Background: an optimization exercise with open tools, aiming at small area. Do not read the settings as production practice. The RTL was checked by simulation tests, not by an equivalence proof against the original design.

==> flow/design.v (excerpt) <==
module main
(input clk,
input start,
input[9:0] x,
output flag,
output [6:0] hex0, hex1, hex2, hex3);
wire ldx, s, a, sh, b;
bc comandBlock(.clock(clk), .start(start), .flag(flag), .ldx(ldx), .s(s), .a(a), .sh(sh), .b(b));
bo operatorBlock(.d0(hex0), .d1(hex1), .d2(hex2), .d3(hex3), .ldx(ldx), .s(s), .a(a), .sh(sh), .b(b), .clock(clk), .X(x));
endmodule
export LEC_CHECK = 0
export ABC_AREA = 1
export CAP_MARGIN = 20
export CORE_MARGIN = 2
export CORE_UTILIZATION = 40
export SLEW_MARGIN = 20
create_clock -name core_clock -period 16.0 [get_ports {clk}]
standard.sh (not shown) runs the stock make flow with config.mk's settings and CLKGATE_MAP_FILE= SYNTH_SCRIPT=/design/flow/synth_recipe.tcl, a recipe that flattens the netlist after the stock synthesis.
==> flow/flow/run.sh <==
#!/bin/bash
# Standard layout with two changes: after the standard synthesis every
# combinational cell is set to its smallest drive strength (the flow's own
# repair steps size up whatever needs it), and the port buffers are buf_1.
set -euo pipefail
R=orfs/results/$FLOW_PLATFORM/main/base
bash standard.sh synth > synth.log 2>&1
cp $R/1_2_yosys.v 1_2_yosys.std.v
python3 flow/downsize.py $FLOW_HOME/platforms/$FLOW_PLATFORM/lib/sky130_fd_sc_hd__tt_025C_1v80.lib \
    1_2_yosys.std.v $R/1_2_yosys.v > downsize.log 2>&1
bash standard.sh 'BUFFER_PORTS_ARGS=-buffer_cell sky130_fd_sc_hd__buf_1' finish > layout.log 2>&1
==> flow/flow/downsize.py <==
# Rewrites a mapped netlist with each combinational cell X_N replaced by the
# smallest-area drive strength of X that has the same pins. Flip-flops keep
# their cell (their drive strength may change, but is left as is here).
import re, sys
lib, src, dst = sys.argv[1:4]
t = open(lib).read()
cells = {}
for m in re.finditer(r'\n\s*cell\s*\(\s*"?(\w+)"?\s*\)\s*\{', t):
    name = m.group(1)
    body = t[m.end():m.end() + 20000]
    nxt = re.search(r'\n\s*cell\s*\(', body)
    if nxt: body = body[:nxt.start()]
    area = float(re.search(r'area\s*:\s*([\d.]+)', body).group(1))
    pins = tuple(sorted(re.findall(r'\n\s*pin\s*\(\s*"?(\w+)"?\s*\)', body)))
    seq = bool(re.search(r'\bff\s*\(|\blatch\s*\(|statetable', body))
    cells[name] = (area, pins, seq)
dont = set()
def family(n):
    m = re.match(r'(sky130_fd_sc_hd__\w+?)_(\d+)$', n)
    return m.group(1) if m else None
best = {}
for n, (a, p, s) in cells.items():
    f = family(n)
    if f is None or s or 'lpflow' in n or 'probe' in n: continue
    k = (f, p)
    if k not in best or a < cells[best[k]][0]:
        best[k] = n
v = open(src).read()
count = {}
out = []
for line in v.split('\n'):
    m = re.match(r'^(\s*)(sky130_fd_sc_hd__\w+)(\s.*)$', line)
    if m:
        n = m.group(2)
        if n in cells and not cells[n][2]:
            f = family(n)
            if f and not f.endswith('conb'):
                b = best.get((f, cells[n][1]), n)
                if b != n:
                    count[(n, b)] = count.get((n, b), 0) + 1
                    line = m.group(1) + b + m.group(3)
    out.append(line)
open(dst, 'w').write('\n'.join(out))
for (a, b), c in sorted(count.items()):
    print(a, '->', b, c)
The starting point produced a clean layout.
==> next run, changes <==
==> flow/run.sh (new file) <==
#!/bin/bash
# synth_recipe.tcl (not shown) runs the flow's synth.tcl, then flattens the netlist and writes it again
# the make line also repeats each setting of config.mk as NAME=value (left out here)
make -C /OpenROAD-flow-scripts/flow DESIGN_CONFIG=/design/flow/config.mk WORK_HOME=/design/flow/orfs CLKGATE_MAP_FILE= SYNTH_SCRIPT=/design/flow/synth_recipe.tcl finish
removed: flow/flow/run.sh
removed: flow/flow/downsize.py
removed: flow/standard.sh
=> Global-route usage fell by 0.44 points; count of clock-buffer cells in the layout stays the same; hold slack gets worse by 0.0063 ns; synthesized area increases by roughly a tenth.

========
== before ==
main, a different RTL version from the one above (not shown whole).
Size in the first run: about 300 cells after synthesis, roughly 1700 sq um of cells after synthesis.
==> flow/config.mk <==
export PLATFORM = sky130hd
export DESIGN_NAME = main
export DESIGN_NICKNAME = main
export VERILOG_FILES = /design/flow/design.v
export SDC_FILE = /design/flow/constraint.sdc
export NUM_CORES = 4
export LEC_CHECK = 0
export ABC_AREA = 1
export CAP_MARGIN = 20
export CORE_MARGIN = 2
export CORE_UTILIZATION = 40
export SLEW_MARGIN = 20
==> flow/constraint.sdc <==
create_clock -name core_clock -period 16.0 [get_ports {clk}]
set_input_delay 3.2000 -clock core_clock [delete_from_list [all_inputs] [get_ports {clk}]]
set_output_delay 3.2000 -clock core_clock [all_outputs]
set_load 0.01 [all_outputs]
==> flow/flow/run.sh <==
#!/bin/bash
# Standard layout with these changes:
#  - synthesis is the standard one except that ABC maps for area with amap
#    (flow/map.abc) and Yosys's full-adder extraction is skipped;
#  - then every combinational cell is set to its smallest drive strength
#    (the flow's own repair steps size up whatever needs it);
#  - the port buffers are buf_1;
#  - clock tree synthesis uses clkbuf_4 and adds no dummy loads.
# Each step's output goes to its own log file here.
set -euo pipefail
R=orfs/results/$FLOW_PLATFORM/main/base
bash flow/mksynth.sh . flow/map.abc synth_recipe.tcl > mksynth.log 2>&1
bash standard.sh SYNTH_SCRIPT=$PWD/my_synth_recipe.tcl ADDER_MAP_FILE= synth > synth.log 2>&1
cp $R/1_2_yosys.v 1_2_yosys.amap.v
python3 flow/downsize.py $FLOW_HOME/platforms/$FLOW_PLATFORM/lib/sky130_fd_sc_hd__tt_025C_1v80.lib \
    1_2_yosys.amap.v $R/1_2_yosys.v > downsize.log 2>&1
bash standard.sh 'BUFFER_PORTS_ARGS=-buffer_cell sky130_fd_sc_hd__buf_1' \
    'CTS_ARGS=-sink_clustering_enable -repair_clock_nets -buf_list sky130_fd_sc_hd__clkbuf_8 -root_buf sky130_fd_sc_hd__clkbuf_8 -dont_use_dummy_load -sink_clustering_size 50 -sink_clustering_max_diameter 2000 -sink_clustering_levels 1' \
    finish > layout.log 2>&1
Other scripts of this flow, unchanged in this note and not shown: flow/flow/downsize.py, flow/flow/map.abc, flow/flow/mksynth.sh
## Diff of input files: after against before
-- flow/flow/run.sh --
<<< before, line 16
    1_2_yosys.amap.v $R/1_2_yosys.v > downsize.log 2>&1
bash standard.sh 'BUFFER_PORTS_ARGS=-buffer_cell sky130_fd_sc_hd__buf_1' \
    'CTS_ARGS=-sink_clustering_enable -repair_clock_nets -buf_list sky130_fd_sc_hd__clkbuf_8 -root_buf sky130_fd_sc_hd__clkbuf_8 -dont_use_dummy_load -sink_clustering_size 50 -sink_clustering_max_diameter 2000 -sink_clustering_levels 1' \
    finish > layout.log 2>&1
>>> after, line 16
    1_2_yosys.amap.v $R/1_2_yosys.v > downsize.log 2>&1
bash standard.sh 'BUFFER_PORTS_ARGS=-buffer_cell sky130_fd_sc_hd__buf_1' \
    'CTS_ARGS=-sink_clustering_enable -repair_clock_nets -buf_list sky130_fd_sc_hd__clkbuf_4 -root_buf sky130_fd_sc_hd__clkbuf_4 -dont_use_dummy_load -sink_clustering_size 20 -sink_clustering_max_diameter 500' \
    finish > layout.log 2>&1
Notes after the runs:
| sum of met3 wire segment lengths after detailed routing | after vs before | 6.2% higher |. before -> after: critical path depth delta 0, exact match.

========
main, a different RTL version from the one above (not shown whole).
For scale: ~330 cells after synthesis, roughly 41 I/O pins, ~1800 sq um of cells after synthesis.
==> flow/design.v (excerpt) <==
module main
(input clk,
input start,
input[9:0] x,
output flag,
output [6:0] hex0, hex1, hex2, hex3);
Settings: LEC_CHECK=0, ABC_AREA=1, CAP_MARGIN=20, CORE_MARGIN=2, CORE_UTILIZATION=40, CTS_BUF_LIST=sky130_fd_sc_hd__clkbuf_4, CTS_CLUSTER_SIZE=20, SLEW_MARGIN=20; clock period 16.0 ns.
==> flow/flow/run.sh <==
#!/bin/bash
# Standard layout with these changes:
#  - synthesis is the standard one except that ABC maps for area with amap
#    (flow/map.abc) and Yosys's full-adder extraction is skipped;
#  - then every combinational cell is set to its smallest drive strength
#    (the flow's own repair steps size up whatever needs it);
#  - the port buffers are buf_1.
set -euo pipefail
R=orfs/results/$FLOW_PLATFORM/main/base
bash flow/mksynth.sh . flow/map.abc synth_recipe.tcl > mksynth.log 2>&1
bash standard.sh SYNTH_SCRIPT=$PWD/my_synth_recipe.tcl ADDER_MAP_FILE= synth > synth.log 2>&1
cp $R/1_2_yosys.v 1_2_yosys.amap.v
python3 flow/downsize.py $FLOW_HOME/platforms/$FLOW_PLATFORM/lib/sky130_fd_sc_hd__tt_025C_1v80.lib \
    1_2_yosys.amap.v $R/1_2_yosys.v > downsize.log 2>&1
bash standard.sh 'BUFFER_PORTS_ARGS=-buffer_cell sky130_fd_sc_hd__buf_1' finish > layout.log 2>&1
==> flow/flow/map.abc <==
strash
dc2
dch -f
amap
topo
==> flow/flow/mksynth.sh <==
#!/bin/bash
# mksynth.sh DIR ABC_SCRIPT FLOW_SYNTH_TCL: writes DIR/my_synth.tcl (ORFS's synth.tcl
# with the ABC mapping script replaced) and DIR/my_synth_recipe.tcl (the standard flow's
# synthesis script, sourcing my_synth.tcl instead of ORFS's synth.tcl).
set -euo pipefail
D=$(cd "$1" && pwd); A=$(cd "$(dirname "$2")" && pwd)/$(basename "$2")
sed "s#^\(\s*\)log_cmd abc {\*}\$abc_args#\1log_cmd abc {*}[lreplace \$abc_args 1 1 $A]#" \
    $FLOW_HOME/scripts/synth.tcl > $D/my_synth.tcl
grep -q "lreplace" $D/my_synth.tcl
sed "s#^source \$::env(SCRIPTS_DIR)/synth.tcl#source $D/my_synth.tcl#" "$3" > $D/my_synth_recipe.tcl
grep -q "my_synth.tcl" $D/my_synth_recipe.tcl
Other scripts of this flow, unchanged in this note and not shown: flow/flow/downsize.py
Change:
==> flow/flow/run.sh (replaced) <==
#!/bin/bash
# Standard layout with two changes: after the standard synthesis every
# combinational cell is set to its smallest drive strength (the flow's own
# repair steps size up whatever needs it), and the port buffers are buf_1.
set -euo pipefail
R=orfs/results/$FLOW_PLATFORM/main/base
bash standard.sh synth > synth.log 2>&1
cp $R/1_2_yosys.v 1_2_yosys.std.v
python3 flow/downsize.py $FLOW_HOME/platforms/$FLOW_PLATFORM/lib/sky130_fd_sc_hd__tt_025C_1v80.lib \
    1_2_yosys.std.v $R/1_2_yosys.v > downsize.log 2>&1
bash standard.sh 'BUFFER_PORTS_ARGS=-buffer_cell sky130_fd_sc_hd__buf_1' finish > layout.log 2>&1
- CTS_BUF_LIST: sky130_fd_sc_hd__clkbuf_4 -> default
- CTS_CLUSTER_SIZE: 20 -> default
removed: flow/flow/map.abc
removed: flow/flow/mksynth.sh
After rerunning: The new run completed with no timing, DRC or antenna violations; utilization decreases by 1.8 points; hold slack improved by 0.020 ns; wire length increases by 25%; worst setup slack improved by 0.047 ns; clock-buffer cell count stays the same; area after synthesis increases by 29%; via count increases by 19%.
Change:
==> flow/flow/run.sh (replaced) <==
#!/bin/bash
# Standard layout with these changes:
#  - synthesis is the standard one except that ABC maps for area with amap
#    (flow/map.abc) and Yosys's full-adder extraction is skipped;
#  - then every combinational cell is set to its smallest drive strength
#    (the flow's own repair steps size up whatever needs it);
#  - the port buffers are buf_1.
set -euo pipefail
R=orfs/results/$FLOW_PLATFORM/main/base
bash flow/mksynth.sh . flow/map.abc synth_recipe.tcl > mksynth.log 2>&1
bash standard.sh SYNTH_SCRIPT=$PWD/my_synth_recipe.tcl ADDER_MAP_FILE= synth > synth.log 2>&1
cp $R/1_2_yosys.v 1_2_yosys.amap.v
python3 flow/downsize.py $FLOW_HOME/platforms/$FLOW_PLATFORM/lib/sky130_fd_sc_hd__tt_025C_1v80.lib \
    1_2_yosys.amap.v $R/1_2_yosys.v > downsize.log 2>&1
bash standard.sh 'BUFFER_PORTS_ARGS=-buffer_cell sky130_fd_sc_hd__buf_1' finish > layout.log 2>&1
==> flow/flow/map.abc (new file) <==
strash
dc2
dch -f
amap
topo
==> flow/flow/mksynth.sh (new file) <==
#!/bin/bash
# mksynth.sh DIR ABC_SCRIPT FLOW_SYNTH_TCL: writes DIR/my_synth.tcl (ORFS's synth.tcl
# with the ABC mapping script replaced) and DIR/my_synth_recipe.tcl (the standard flow's
# synthesis script, sourcing my_synth.tcl instead of ORFS's synth.tcl).
set -euo pipefail
D=$(cd "$1" && pwd); A=$(cd "$(dirname "$2")" && pwd)/$(basename "$2")
sed "s#^\(\s*\)log_cmd abc {\*}\$abc_args#\1log_cmd abc {*}[lreplace \$abc_args 1 1 $A]#" \
    $FLOW_HOME/scripts/synth.tcl > $D/my_synth.tcl
grep -q "lreplace" $D/my_synth.tcl
sed "s#^source \$::env(SCRIPTS_DIR)/synth.tcl#source $D/my_synth.tcl#" "$3" > $D/my_synth_recipe.tcl
grep -q "my_synth.tcl" $D/my_synth_recipe.tcl
- CTS_BUF_LIST: default -> sky130_fd_sc_hd__clkbuf_2
- CTS_CLUSTER_SIZE: default -> 20
=>
- The new run finished with timing, DRC and antenna clean
- hold slack loses 0.0086 ns
- core utilization rises by 1.7 points
- critical path depth falls by 3
- first-iteration DRC count falls by 10%
Change:
- CTS_CLUSTER_DIAMETER: default -> 200
- CTS_CLUSTER_SIZE: 20 -> 30
Outcome: Sequential cell count is unchanged. Wire length does not change. Count of clock-buffer cells in the layout does not change. Sequential share of layout area stays the same. Synthesized cell count stays the same. Hold slack stays the same. Die area is unchanged. Cell area does not change. Via count stays the same.
Change:
- CTS_BUF_LIST: sky130_fd_sc_hd__clkbuf_2 -> default
- CTS_CLUSTER_DIAMETER: 200 -> default
- CTS_CLUSTER_SIZE: 30 -> default
Effect: The changed run finished with timing, DRC and antenna clean. Non-clock buffer count is unchanged. Routed wire length falls slightly. Maximum frequency rises slightly. Die area does not change. Global-route usage barely changes. Cell count stays the same. Worst hold slack loses 0.026 ns. First-iteration DRC count rises by a few percent. Worst setup slack gains 0.11 ns. Utilization rises by 0.60 points.

## static timing again, ports no longer ideal
In the flow no input, the clock included, has a driving cell. The finished layouts below were timed again as built, in two steps. Step 1 (the two cells are an assumption about what drives the block):
set clk [get_ports {clk}]
set_driving_cell -lib_cell sky130_fd_sc_hd__clkbuf_16 $clk
set_driving_cell -lib_cell sky130_fd_sc_hd__buf_2 [delete_from_list [all_inputs] $clk]
Step 2 adds t to the input delays and takes it off the output delays; t is the mean of the earliest and latest rising clock arrival at the registers after step 1. Input paths then give back, and output paths get back, about the clock's delay inside the block. Three values: no drivers, after step 1, after step 2; two values: the first two.
| run | shift t [ns] | setup WS [ns] | worst setup path after step 2 |
|---|---|---|---|
| the first run of note 1 | 0.264 | 2.610 / 2.587 / 2.851 | register to output |
| the second run of note 1 | 0.266 | 3.092 / 3.070 / 3.336 | register to output |
| before | 0.257 | 4.409 / 4.389 / 4.645 | register to output |
| after | 0.284 | 4.296 / 4.279 / 4.563 | register to output |
| the first run of note 3 | 0.286 | 3.504 / 3.486 / 3.772 | register to output |
| the second run of note 3 | 0.260 | 3.551 / 3.532 / 3.791 | register to output |
| the third run of note 3 | 0.276 | 3.489 / 3.471 / 3.746 | register to output |
| the fourth run of note 3 | 0.276 | 3.489 / 3.471 / 3.746 | register to output |
| the fifth run of note 3 | 0.263 | 3.598 / 3.578 / 3.840 | register to output |
After both steps every run listed still meets setup and hold.
